This is an optimization exercise on Yosys and OpenROAD, whose aim is small area, not a production implementation. RTL that was checked went through simulation tests only; none was proved equivalent to the original. The flow treats the clock pin as an ideal source. Dropping or thinning the clock tree relies on that and would not hold on a real chip. Power is estimated from default activity; no workload was simulated.

==> inputs of trial 79 <==
==> flow/design.v <==
module AXI_raddr(
	aclk,
	areset,
	araddr,
	arlen,
	arvalid,
	arready,
	dma_axi_start,
	dma_axi_raddr_free,
	dma_cfg_saddr,
	dma_cfg_number,
	dma_cfg_sexceed_4k
);
input aclk;
input areset;
output [31:0] araddr;
output [3:0] arlen;
output arvalid;
input arready;
input dma_axi_start;
output dma_axi_raddr_free;
input [31:0] dma_cfg_saddr;
input [13:0] dma_cfg_number;
input dma_cfg_sexceed_4k;
reg busy;
reg [31:0] araddr;
reg [3:0] arlen;
reg len_zero;
reg [13:0] cnt;
reg last;
assign arvalid = busy;
assign dma_axi_raddr_free = ~busy;
genvar i;
wire load = ~busy & dma_axi_start;
wire take = busy & arready & ~len_zero;
wire adv = busy & arready & ~last;
wire [13:0] cnt_in = busy ? cnt : dma_cfg_number;
wire [3:0] sub_lo = busy ? (take ? ~arlen : 4'd0) : 4'hf;
wire sub_hi = ~busy | take;
wire [4:0] cnt_lo = {1'b0, cnt_in[3:0]} + {1'b0, sub_lo};
wire dec = sub_hi & ~cnt_lo[4];
wire [9:0] x = cnt_in[13:4];
wire [13:0] cnt_nx;
assign cnt_nx[3:0] = cnt_lo[3:0];
assign cnt_nx[4] = x[0] ^ dec;
generate
	for (i = 1; i < 10; i = i + 1) begin : g_cnt
		assign cnt_nx[4+i] = x[i] ^ (dec & ~|x[i-1:0]);
	end
endgenerate
wire hi = |x[9:1] | (x[0] ^ dec);
wire [3:0] len_nx = hi ? 4'hf : cnt_lo[3:0];
wire [3:0] s = dma_cfg_saddr[3:0];
wire s_zero = ~|s;
wire num_zero = ~|dma_cfg_number;
wire first_last = dma_cfg_sexceed_4k ?
	(~|dma_cfg_number[13:4] & &(cnt_lo[3:0] ^ s)) :
	(~hi | num_zero);
wire add = adv & ~len_zero;
wire [4:0] sum_lo = {1'b0, araddr[3:0]} + {1'b0, arlen} + 5'd1;
wire [31:0] addr_nx;
assign addr_nx[3:0] = add ? sum_lo[3:0] : araddr[3:0];
wire [7:0] blk;
assign blk[0] = add & sum_lo[4];
generate
	for (i = 0; i < 7; i = i + 1) begin : g_blk
		assign blk[i+1] = blk[i] & &araddr[4*i+7:4*i+4];
		assign addr_nx[4*i+4] = araddr[4*i+4] ^ blk[i];
		assign addr_nx[4*i+5] = araddr[4*i+5] ^ (blk[i] & araddr[4*i+4]);
		assign addr_nx[4*i+6] = araddr[4*i+6] ^ (blk[i] & &araddr[4*i+5:4*i+4]);
		assign addr_nx[4*i+7] = araddr[4*i+7] ^ (blk[i] & &araddr[4*i+6:4*i+4]);
	end
endgenerate
wire sel_load = areset & load;
wire sel_next = areset & ~load;
wire [31:0] araddr_d;
generate
	for (i = 0; i < 32; i = i + 1) begin : g_sel
		AXI_raddr_sel u_sel(.sel_a(sel_load), .a(dma_cfg_saddr[i]), .sel_b(sel_next), .b(addr_nx[i]), .y(araddr_d[i]));
	end
endgenerate
always @(posedge aclk)
	araddr <= araddr_d;
always @(posedge aclk) begin
	if (!areset) begin
		busy <= 1'b0;
		arlen <= 4'd0;
		len_zero <= 1'b0;
	end else begin
		if (busy)
			busy <= ~(arready & last);
		else
			busy <= dma_axi_start;
		if (load & dma_cfg_sexceed_4k) begin
			arlen <= ~s;
			len_zero <= s_zero;
		end else if (load) begin
			arlen <= len_nx;
			len_zero <= num_zero;
		end else if (adv) begin
			arlen <= len_nx;
			len_zero <= 1'b0;
		end
	end
	cnt <= cnt_nx;
	if (load)
		last <= first_last;
	else if (adv)
		last <= ~hi;
end
endmodule
module AXI_raddr_sel(sel_a, a, sel_b, b, y);
input sel_a, a, sel_b, b;
output y;
assign y = (sel_a & a) | (sel_b & b);
endmodule
==> flow/flow/run.sh <==
#!/bin/bash
# Standard ORFS layout (the standard.sh) with these changes:
#  - port buffers use the smallest buffer cell (buf_1);
#  - if flow/abc.script exists, ABC maps with it instead of the speed script;
#  - if flow/noadder exists, Yosys leaves adders to ABC (no full/half-adder cells);
#  - if flow/cts_args exists, it replaces the clock_tree_synthesis arguments;
#  - if flow/post_cts.tcl exists, it runs at the end of the CTS step.
set -euo pipefail
here=$(pwd)
if [[ -f flow/abc.script ]]; then
  cp -r "$FLOW_HOME/scripts" "$here/scripts"
  cp flow/abc.script "$here/scripts/abc_speed.script"
  export SCRIPTS_DIR="$here/scripts"
fi
if [[ -f flow/noadder ]]; then export ADDER_MAP_FILE=; fi
if [[ -f flow/cts_args ]]; then export CTS_ARGS="$(cat flow/cts_args)"; fi
if [[ -f flow/post_cts.tcl ]]; then export POST_CTS_TCL="$here/flow/post_cts.tcl"; fi
export BUFFER_PORTS_ARGS="-buffer_cell sky130_fd_sc_hd__buf_1"
bash standard.sh > standard_flow.log 2>&1
==> flow/flow/abc.script <==
strash
dch -f
amap
topo
==> flow/flow/cts_args <==
-sink_clustering_enable -repair_clock_nets -buf_list sky130_fd_sc_hd__clkbuf_8 -root_buf sky130_fd_sc_hd__clkbuf_8 -dont_use_dummy_load
==> flow/flow/noadder <==
Yosys leaves adders to ABC
==> flow/flow/post_cts.tcl <==
set block [ord::get_db_block]
set port_net [$block findNet aclk]
set loads {}
foreach it [$port_net getITerms] { lappend loads $it }
if { [llength $loads] == 1 } {
  set root [[lindex $loads 0] getInst]
  set master [[$root getMaster] getName]
  set out_net ""
  foreach it [$root getITerms] {
    if { [$it isOutputSignal] } { set out_net [$it getNet] }
  }
  if { [string match "sky130_fd_sc_hd__clkbuf_*" $master] && $out_net != "" } {
    set sinks {}
    foreach it [$out_net getITerms] {
      if { [$it getInst] != $root } { lappend sinks $it }
    }
    if { [llength $sinks] <= 4 && [llength [$out_net getBTerms]] == 0 } {
      puts "post_cts: removing root clock buffer [$root getName] ($master), port now drives [llength $sinks] pins"
      foreach it $sinks {
        $it disconnect
        $it connect $port_net
      }
      [lindex $loads 0] disconnect
      odb::dbInst_destroy $root
      odb::dbNet_destroy $out_net
    }
  }
}
==> flow/standard.sh <==
#!/bin/bash
# synth_recipe.tcl (not shown) runs the flow's synth.tcl, then flattens the netlist and writes it again
# the make line also repeats each setting of config.mk as NAME=value (left out here)
make -C /OpenROAD-flow-scripts/flow DESIGN_CONFIG=/design/flow/config.mk WORK_HOME=/design/flow/orfs CLKGATE_MAP_FILE= SYNTH_SCRIPT=/design/flow/synth_recipe.tcl "${@:-finish}"
==> flow/config.mk <==
export PLATFORM = sky130hd
export DESIGN_NAME = AXI_raddr
export DESIGN_NICKNAME = AXI_raddr
export VERILOG_FILES = /design/flow/design.v
export SDC_FILE = /design/flow/constraint.sdc
export NUM_CORES = 4
export LEC_CHECK = 0
export CAP_MARGIN = 20
export CORE_MARGIN = 2
export CORE_UTILIZATION = 65
export GPL_TIMING_DRIVEN = 0
export SLEW_MARGIN = 20
export SYNTH_HIERARCHICAL = 1
export SYNTH_MINIMUM_KEEP_SIZE = 0
==> flow/constraint.sdc <==
create_clock -name core_clock -period 5.0 [get_ports {aclk}]
set_input_delay 1.0000 -clock core_clock [delete_from_list [all_inputs] [get_ports {aclk}]]
set_output_delay 1.0000 -clock core_clock [all_outputs]
set_load 0.01 [all_outputs]
==> trial 15: changes against trial 79 <==
==> flow/design.v, changed modules only <==
module AXI_raddr(
	aclk,
	areset,
	araddr,
	arlen,
	arvalid,
	arready,
	dma_axi_start,
	dma_axi_raddr_free,
	dma_cfg_saddr,
	dma_cfg_number,
	dma_cfg_sexceed_4k
);
input aclk;
input areset;
output [31:0] araddr;
output [3:0] arlen;
output arvalid;
input arready;
input dma_axi_start;
output dma_axi_raddr_free;
input [31:0] dma_cfg_saddr;
input [13:0] dma_cfg_number;
input dma_cfg_sexceed_4k;
reg busy;
reg [31:0] araddr;
reg [3:0] arlen;
reg len_zero;
reg [13:0] cnt;
reg last;
assign arvalid = busy;
assign dma_axi_raddr_free = ~busy;
genvar i;
wire load = ~busy & dma_axi_start;
wire take = busy & arready & ~len_zero;
wire adv = busy & arready & ~last;
wire [13:0] cnt_in = busy ? cnt : dma_cfg_number;
wire [3:0] sub_lo = busy ? (take ? ~arlen : 4'd0) : 4'hf;
wire sub_hi = ~busy | take;
wire [4:0] cnt_lo = {1'b0, cnt_in[3:0]} + {1'b0, sub_lo};
wire dec = sub_hi & ~cnt_lo[4];
wire [9:0] x = cnt_in[13:4];
wire [13:0] cnt_nx;
assign cnt_nx[3:0] = cnt_lo[3:0];
assign cnt_nx[4] = x[0] ^ dec;
generate
	for (i = 1; i < 10; i = i + 1) begin : g_cnt
		assign cnt_nx[4+i] = x[i] ^ (dec & ~|x[i-1:0]);
	end
endgenerate
wire hi = |x[9:1] | (x[0] ^ dec);
wire [3:0] len_nx = hi ? 4'hf : cnt_lo[3:0];
wire [3:0] s = dma_cfg_saddr[3:0];
wire s_zero = ~|s;
wire num_zero = ~|dma_cfg_number;
wire first_last = dma_cfg_sexceed_4k ?
	(~|dma_cfg_number[13:4] & &(cnt_lo[3:0] ^ s)) :
	(~hi | num_zero);
wire add = adv & ~len_zero;
wire [4:0] addr_lo = {1'b0, araddr[3:0]} + {1'b0, add ? arlen : 4'd0} + {4'd0, add};
wire [4:0] gen_lo = {1'b0, araddr[3:0]} + {1'b0, arlen} + 5'd1;
wire [31:0] addr_nx;
assign addr_nx[3:0] = addr_lo[3:0];
wire [7:0] blk;
assign blk[0] = gen_lo[4];
generate
	for (i = 0; i < 7; i = i + 1) begin : g_blk
		assign blk[i+1] = blk[i] & &araddr[4*i+7:4*i+4];
		assign addr_nx[4*i+4] = araddr[4*i+4] ^ (add & blk[i]);
		assign addr_nx[4*i+5] = araddr[4*i+5] ^ (add & blk[i] & araddr[4*i+4]);
		assign addr_nx[4*i+6] = araddr[4*i+6] ^ (add & blk[i] & &araddr[4*i+5:4*i+4]);
		assign addr_nx[4*i+7] = araddr[4*i+7] ^ (add & blk[i] & &araddr[4*i+6:4*i+4]);
	end
endgenerate
always @(posedge aclk) begin
	if (!areset) begin
		busy <= 1'b0;
		araddr <= 32'd0;
		arlen <= 4'd0;
		len_zero <= 1'b0;
	end else begin
		if (busy)
			busy <= ~(arready & last);
		else
			busy <= dma_axi_start;
		araddr <= load ? dma_cfg_saddr : addr_nx;
		if (load & dma_cfg_sexceed_4k) begin
			arlen <= ~s;
			len_zero <= s_zero;
		end else if (load) begin
			arlen <= len_nx;
			len_zero <= num_zero;
		end else if (adv) begin
			arlen <= len_nx;
			len_zero <= 1'b0;
		end
	end
	cnt <= cnt_nx;
	if (load)
		last <= first_last;
	else if (adv)
		last <= ~hi;
end
endmodule
// module AXI_raddr_sel removed
==> flow/flow/run.sh (replaced) <==
#!/bin/bash
# Standard ORFS layout with two changes: the port buffers use the smallest
# buffer cell, and (if flow/abc.script exists) ABC maps with an area-oriented script.
set -euo pipefail
here=$(pwd)
if [[ -f flow/abc.script ]]; then
  cp -r "$FLOW_HOME/scripts" "$here/scripts"
  cp flow/abc.script "$here/scripts/abc_speed.script"
  export SCRIPTS_DIR="$here/scripts"
fi
export BUFFER_PORTS_ARGS="-buffer_cell sky130_fd_sc_hd__buf_1"
bash standard.sh > standard_flow.log 2>&1
==> flow/flow/abc.script (replaced) <==
&get -n
&st
&dch -f
&nf -a -R 1000
&put
--- a/flow/config.mk
+++ b/flow/config.mk
@@ -8,7 +8,5 @@
 export CAP_MARGIN = 20
 export CORE_MARGIN = 2
-export CORE_UTILIZATION = 65
+export CORE_UTILIZATION = 40
 export GPL_TIMING_DRIVEN = 0
 export SLEW_MARGIN = 20
-export SYNTH_HIERARCHICAL = 1
-export SYNTH_MINIMUM_KEEP_SIZE = 0
removed: flow/flow/cts_args
removed: flow/flow/noadder
removed: flow/flow/post_cts.tcl
==> results by group <==
Global routing
  – Number of global-route vias before repair: 2,411
  – Global-route met1 utilization: 34.5%
  – Total track usage: 28.6%

Finish
  – Layout non-clock buf frac: 11.8%
  – Share of layout cells above drive strength 1: 2.90%
  – FILL cells: 284

Die
  – Core Area: 3690 um^2

Critical path
  – Most used cell, CP: nand2_1
  – FF-to-FF setup slack: 0.55 ns
  – R2R Path End: araddr[31]

Status
  – Status: no timing/DRC/antenna violations

Pwr
  – Leakage power: 1.03 nW

Timing
  – Max Fclk: 0.221 GHz
  – Tmin final: 4.52 ns

Clocking
  – Clock-pin slew on the worst setup and hold paths: 0.08 ns
Source of the figures above: trial 79

==> results by group <==
Status
  – Status: no timing/DRC/antenna violations

Global routing
  – Number of global-route vias before repair: 2,271
  – Global-route met1 utilization: 21.2%

Critical path
  – FF-to-FF setup slack: 0.79 ns
  – Most used cell, CP: nor2_1
  – R2R Path End: araddr[28]

Finish
  – FILL cells: 707
  – Layout non-clock buf frac: 10.8%
  – Design area: 3310 um^2
  – Share of layout cells above drive strength 1: 2.49%

Placement
  – Placed cell area: 3200 um^2

Die
  – Core Area: 6720 um^2

Timing
  – Max Fclk: 0.237 GHz
  – Tmin final: 4.21 ns

Clocking
  – Clock-pin slew on the worst setup and hold paths: 0.10 ns

Pwr
  – Leakage power: 1.25 nW
Source of the figures above: trial 15

Only the layout flow was run in trial 79; the RTL was not checked for function there.

[re-timing with driven ports]
The flow's constraints put no driver on any port. The routed layouts listed below were extracted and timed again, unchanged, in two steps.
Step 1 (the two cells are an assumption about what drives the block):
set clk [get_ports {aclk}]
set_driving_cell -lib_cell sky130_fd_sc_hd__clkbuf_16 $clk
set_driving_cell -lib_cell sky130_fd_sc_hd__buf_2 [delete_from_list [all_inputs] $clk]
Step 2 times the ports against the registers' clock, not the clock port: input delays grow and output delays shrink by t, the midpoint of the rising clock arrivals with the driver on.
Three values: ideal ports, drivers, drivers and shift; two values: the first two.
| run | t (ns) | setup slack, ns | pins driven straight from the clock port |
|---|---|---|---|
| trial 79 | 0.191 | 0.485 / 0.514 / 0.323 | 4 |
| trial 15 | 0.331 | 0.788 / 0.788 / 0.706 | 1 |
After both steps every run listed still meets setup and hold. The setup slack of trial 79, which loses most, moves by +0.029 ns with the drivers and by -0.162 ns with both steps.
